What follows belongs to an exercise in optimizing a design on an open flow for small area and a short achievable clock period; a production flow would make more cautious choices. At most, simulation tests tie the RTL to the original design; equivalence was not proved. Only the layout flow was run in run 2; the RTL was not checked for function there.

==> flow/design.v (outline; a module is shown in full before it is edited, if it fits) <==
// module GCC: 4705 lines
// module fa: 7 lines
module GCC(READY_, Xc, Yc, Xi, Yi, Wi, RESET_, CLK);
  // ...
==> flow/flow/run.sh <==
#!/bin/bash
cd "$(dirname "$0")/.."
cp standard.sh standard_sh.copy.log
cp config.mk config_mk.copy.log
export SETUP_SLACK_MARGIN=33.5
bash standard.sh > standard.log 2>&1
rc=$?
exit $rc
==> flow/standard.sh <==
#!/bin/bash
# synth_recipe.tcl (not shown) runs the flow's synth.tcl, then flattens the netlist and writes it again
# the make line also repeats each setting of config.mk as NAME=value (left out here)
make -C /OpenROAD-flow-scripts/flow DESIGN_CONFIG=/design/flow/config.mk WORK_HOME=/design/flow/orfs CLKGATE_MAP_FILE= SYNTH_SCRIPT=/design/flow/synth_recipe.tcl "${@:-finish}"
==> flow/config.mk <==
export PLATFORM = sky130hd
export DESIGN_NAME = GCC
export DESIGN_NICKNAME = GCC
export VERILOG_FILES = /design/flow/design.v
export SDC_FILE = /design/flow/constraint.sdc
export NUM_CORES = 4
export LEC_CHECK = 0
export ABC_AREA = 1
export CAP_MARGIN = 20
export CORE_MARGIN = 2
export CORE_UTILIZATION = 40
export PLACE_DENSITY = 0.6
export SLEW_MARGIN = 20
export SYNTH_HIERARCHICAL = 1
==> flow/constraint.sdc <==
create_clock -name core_clock -period 52.0 [get_ports {CLK}]
set_input_delay 10.4000 -clock core_clock [delete_from_list [all_inputs] [get_ports {CLK}]]
set_output_delay 10.4000 -clock core_clock [all_outputs]
set_load 0.01 [all_outputs]
==> flow_metrics.py, run 1 <==
metrics = {
    "status": {
        "status": "timing/DRC/antenna clean",
    },
    "critical_path": {
        "cp.arrival_ns": 18.36,
        "r2r_cells": 94,
        "start_kind": "input port",
    },
    "clocking": {
        "tritoncts": "built",
        "cts-buffers-inserted": 17,
        "clock-sinks": 187,
        "post_cts_resized": 130,
    },
    "logic_synthesis": {
        "yosysMostFrequentCell": "nand2_1",
        "synth_fp_nets": 5534,
        "synthAdderAreaFrac_pct": 45.43,
        "synth_top_family_by_area": "adder cells",
    },
    "global_route": {
        "grt_pass1_vias": 31750,
        "grtUsageMet3_pct": 2.855,
    },
    "hold_path": {
        "hp-class": "flip-flop to flip-flop",
    },
    "final_layout": {
        "register_area_um2": 4690,
        "final_cell_mix": "nand2_1, nor2_1, fa_1",
        "inv_count": 670,
        "multi_input_area_share_pct": 72.61,
    },
    "placement": {
        "globalplace.congestion": 0.9257,
        "numPlacedInstances": 5756,
    },
    "drt": {
        "drtIter0Drc": 2618,
        "highest_layer": "met5",
    },
    "timing": {
        "tightestPinTransition_ns": 1.081,
        "period_needed_ns": 18.00,
    },
}
==> run 2, diff against run 1 <==
--- a/flow/design.v
+++ b/flow/design.v
@@ -4660,36 +4660,36 @@
 assign NYn[9] = n5092;
 assign NYn[10] = n5093;
 assign NYn[11] = n5094;
 assign NYn[12] = n5095;
 assign NYn[13] = n5096;
 assign NYn[14] = n5097;
 always @(posedge CLK, negedge RESET_) begin
     if (!RESET_) begin
-        x0 <= 8'd0; x1 <= 8'd0; x2 <= 8'd0; x3 <= 8'd0; x4 <= 8'd0; x5 <= 8'd0;
-        y0 <= 8'd0; y1 <= 8'd0; y2 <= 8'd0; y3 <= 8'd0; y4 <= 8'd0; y5 <= 8'd0;
         w0 <= 4'd0; w1 <= 4'd0; w2 <= 4'd0; w3 <= 4'd0; w4 <= 4'd0; w5 <= 4'd0;
         S <= 7'd0; NX <= 15'd0; NY <= 15'd0; S3 <= 9'd0;
     end else begin
-        if (e[0]) begin x0 <= Xi; y0 <= Yi; end
-        if (e[1]) begin x1 <= Xi; y1 <= Yi; end
-        if (e[2]) begin x2 <= Xi; y2 <= Yi; end
-        if (e[3]) begin x3 <= Xi; y3 <= Yi; end
-        if (e[4]) begin x4 <= Xi; y4 <= Yi; end
-        if (e[5]) begin x5 <= Xi; y5 <= Yi; end
         if (e[0]) w0 <= Wi;
         if (e[1]) w1 <= Wi;
         if (e[2]) w2 <= Wi;
         if (e[3]) w3 <= Wi;
         if (e[4]) w4 <= Wi;
         if (e[5]) w5 <= Wi;
         S <= Sn; NX <= NXn; NY <= NYn; S3 <= S3n;
     end
 end
+always @(posedge CLK) begin
+        if (e[0]) begin x0 <= Xi; y0 <= Yi; end
+        if (e[1]) begin x1 <= Xi; y1 <= Yi; end
+        if (e[2]) begin x2 <= Xi; y2 <= Yi; end
+        if (e[3]) begin x3 <= Xi; y3 <= Yi; end
+        if (e[4]) begin x4 <= Xi; y4 <= Yi; end
+        if (e[5]) begin x5 <= Xi; y5 <= Yi; end
+end
 always @(posedge CLK, negedge RESET_) begin
     if (!RESET_) begin
         READY_ <= 1'b1;
         delay <= 1'b1;
         Xc <= 8'd0;
         Yc <= 8'd0;
         num <= 3'd0;
         full <= 1'b0;
==> flow/flow/run.sh (replaced) <==
#!/bin/bash
cd "$(dirname "$0")/.."
cp standard.sh standard_sh.copy.log
cp config.mk config_mk.copy.log
export SETUP_SLACK_MARGIN=33
bash standard.sh > standard.log 2>&1
rc=$?
exit $rc
==> flow/config.mk (replaced) <==
export PLATFORM = sky130hd
export DESIGN_NAME = GCC
export DESIGN_NICKNAME = GCC
export VERILOG_FILES = /design/flow/design.v
export SDC_FILE = /design/flow/constraint.sdc
export NUM_CORES = 4
export LEC_CHECK = 0
export ABC_AREA = 1
export CAP_MARGIN = 60
export CORE_MARGIN = 2
export CORE_UTILIZATION = 40
export PLACE_DENSITY = 0.6
export SLEW_MARGIN = 50
export SYNTH_HIERARCHICAL = 1
==> run 2 against run 1 <==
  * Still clean on timing, DRC and antenna
  * Via count down 2.9%
  * Synthesized cell count decreased by 4.7%
  * Setup slack lost 0.14 ns
  * Hold slack is essentially flat
  * First-iteration DRC count grew 12%
  * Highest routed layer is now met4
==> flow_metrics.py, run 2 <==
metrics = {
    "final_layout": {
        "utilization_pct": 45.96,
        "nets": 5507,
        "layout-drive-gt1-share_pct": 13.65,
        "final_common_cell": "nand2_1",
        "areaGrowthSynthToFinish_pct": 13.65,
        "top_regs": "NX x15, NY x15, S3 x9",
        "fin_area_um2": 42250,
        "final_cell_mix": "nand2_1, fa_1, nor2_1",
        "final_cells": 5766,
    },
    "clocking": {
        "cts_root_buf": "clkbuf_16",
        "clock-sinks": 187,
        "hold_buffers": 0,
        "htree_levels": 4,
        "path_clk_slew_ns": 0.09,
        "cts-buffers-inserted": 17,
        "clkLatencyLatePin_ns": 0.48,
        "clk_path_buf_depth": 2,
        "tritoncts": "built",
    },
    "timing": {
        "hold_violations": 0,
        "relSlewSlack_pct": 58.42,
        "period_needed_ns": 18.13,
        "fin_setup_tns_ns": 0,
        "maxSlewViolCount": 0,
        "rsz0062_at_grt": "false",
        "finalHoldWorstSlack_ns": 0.3597,
        "min_period_over_period_pct": 34.87,
        "finalSetupViolations": 0,
        "tightestPinTransition_ns": 0.6206,
        "fmax_mhz": 55.14,
        "fin_skew_ns": 0.02377,
    },
    "critical_path": {
        "start_kind": "flip-flop",
        "cp.arrival_ns": 18.49,
        "critical_path_class": "flip-flop to flip-flop",
        "crit_slowest_cell": "fa_1",
        "critical-path-max-stage-delay_ns": 0.77,
        "end_kind": "flip-flop",
        "crit_fanout": 44,
        "critical_path_required_ns": 52.35,
    },
    "logic_synthesis": {
        "ys_warn_count": 7,
        "syn_inst": 4321,
        "ys.flop_type": "edfxtp_1",
        "netlist_top_cells_area": "fa_1, ha_1, nand2_1",
        "async_flop_share_pct": 48.66,
        "synth_top_area_share_pct": 35.32,
        "synth_enable_flop_cells": 96,
        "yosysMostFrequentCell": "nand2_1",
        "ys_types": 62,
        "synth_fp_nets": 5322,
        "synth.avg_cell_area_um2": 8.604,
        "synthesis.area_um2": 37180,
        "synthTopCellsByCount": "nand2_1, fa_1, inv_1",
        "ys_ff_latch": 187,
        "synth_largest_area_cell": "fa_1",
        "ys_seq_area_share_pct": 13.89,
    },
    "drt": {
        "postRouteAntennaNets": 0,
        "vias": 30880,
        "routed_wl_mm": 120.6,
        "drt_first_pass_iters": 7,
        "wire_per_inst_um": 20.92,
        "drtIter0Drc": 2929,
        "via_per_inst": 5.355,
        "remaining_drc_errors": 0,
    },
    "floorplan": {
        "die_w_um": 308.9,
        "die_area_um2": 95400,
        "rows": 111,
        "io_pins": 39,
        "core_area_um2": 91940,
        "start_util_pct": 40.44,
        "die_y_um": 308.9,
    },
    "placement": {
        "globalplace.congestion": 0.9767,
        "numPlacedInstances": 5596,
        "dp.final_hpwl_mm": 95.88,
        "port_buffers": 38,
        "dpl_cell_area_um2": 39610,
    },
    "global_route": {
        "grt_pass1_wl_mm": 182.3,
        "grt_use_total_pct": 25.19,
        "grt_max_degree": 52,
        "overflow": 0,
        "antenna_found_initial": 5,
        "grt_pass1_vias": 30650,
    },
    "status": {
        "status": "timing/DRC/antenna clean",
    },
    "job": {
        "maxCapViolCount": 0,
    },
    "hold_path": {
        "hp-class": "flip-flop to flip-flop",
    },
}
-- run 2: changes by cell type in the layout (fill, tap and decap cells not counted), moves of 13 or more --
cell | before | now
xnor2_1 | 70 | 50
fa_2 | 69 | 55
a21oi_1 | 214 | 167
edfxtp_1 | 0 | 96
o21ai_0 | 112 | 88
nand3_1 | 119 | 106
buf_4 | 181 | 165
fa_1 | 587 | 601
dfrtp_1 | 179 | 84
buf_2 | 0 | 16
xnor2_2 | 15 | 35
-- run 2: cell families after synthesis --
logic type | count (synthesis) | share of synthesized area, %
AO/OA/AOI/OAI | 549 | 9.026
XOR/XNOR | 150 | 3.756
adder cells (fa/ha/maj) | 980 | 46.22
buffers and inverters | 739 | 7.882
flip-flops | 187 | 13.89
multiplexers | 1 | 0.02693
other | 1 | 0.01009
AND/OR/NAND/NOR | 1714 | 19.19
-- run 2: area by class of cell --
cell class / count / area [um^2]
inverters: 653 / 2530
clock inverters: 14 / 152.6
flip-flops and latches: 187 / 5169
fillers: 9053 / 49690
diodes: 4 / 10.01
clock buffers: 18 / 450.4
multi-input cells: 3400 / 30240
repair buffers: 247 / 2151
well taps: 1243 / 1555
-- run 2: Yosys stat by module, one instance, submodules excluded --
module / cells / cell area, um^2
GCC: 3792 / 26590
fa: 1 / 20.02
-- run 2: worst paths after layout --
check | slack, ns | endpoint | from | depth (start not counted)
max in group asynchronous | 41.44 | S[2]$_DFF_PN0_ | RESET_ | 3
min | 0.36 | READY_$_DFF_PN1_ | delay$_DFF_PN1_ | 0
max reg2reg | 33.87 | NX[12]$_DFF_PN0_ | S3[0]$_DFF_PN0_ | 93
min reg2reg | 0.36 | READY_$_DFF_PN1_ | delay$_DFF_PN1_ | 0
min in group asynchronous | 9.80 | Yc[7]$_DFF_PN0_ | RESET_ | 1
max | 33.87 | NX[12]$_DFF_PN0_ | S3[0]$_DFF_PN0_ | 93
-- run 2: worst max-delay path, delay by kind of cell, from the launching register on --
family,cells,cell delay [ns]
simple gates,38,3.43
buf+inv,13,1.75
fa+ha+maj,23,9.09
compound gates,18,3.01
flops,1,0.37
xor+xnor,1,0.26
-- run 2: timing repair --
action | 4_1_cts | 5_1_grt
setup buffers | 8 | 115
cloned | 0 | 6
pin swaps | 4 | 54
setup endpoints to repair | 21 | 25
resized for setup | 72 | 206
-- run 2: routing by layer --
metal  routed length (um)  track usage (%)  part of all wire (%)
met1                51220            35.44                    42
met2                56380            40.79                    47
met3                 9249            3.549                   7.7
met4                 3747            6.819                   3.1
met5                    0                0                     0
-- run 2: stage by stage --
stage / setup WS, ns
finish: 33.87
global route: 32.89
CTS: 33.01
detailed placement: 31.77
global placement: 31.23
floorplan: 34.30

## static timing again, ports no longer ideal
No port has a modelled driver above. Below, the same layouts with a new extraction and two added sets of constraints.
Step 1 (the two cells are an assumption about what drives the block):
set clk [get_ports {CLK}]
set_driving_cell -lib_cell sky130_fd_sc_hd__clkbuf_16 $clk
set_driving_cell -lib_cell sky130_fd_sc_hd__buf_2 [delete_from_list [all_inputs] $clk]
Step 2 moves the port delays by t, midway between the first and last clock arrival at a register: inputs arrive t later, outputs are due t later. That takes back most of the time a late clock gives input paths.
Three values: ideal ports, drivers, drivers and shift; two values: the first two.
run | shift t [ns] | setup WS [ns] | clock arrival spread, ns | worst register clock-pin slew, ns | worst data-port slew with drivers (ns)
run 1 | 0.528 | 34.002 / 34.036 / 33.508 | 0.009 / 0.010 | 0.08 / 0.08 | 0.11
run 2 | 0.522 | 33.865 / 33.865 / 33.834 | 0.023 / 0.024 | 0.09 / 0.09 | 0.12
After both steps every run listed still meets setup and hold. For run 1, which loses most, drivers alone change the setup slack by +0.034 ns; drivers and shift together by -0.494 ns.
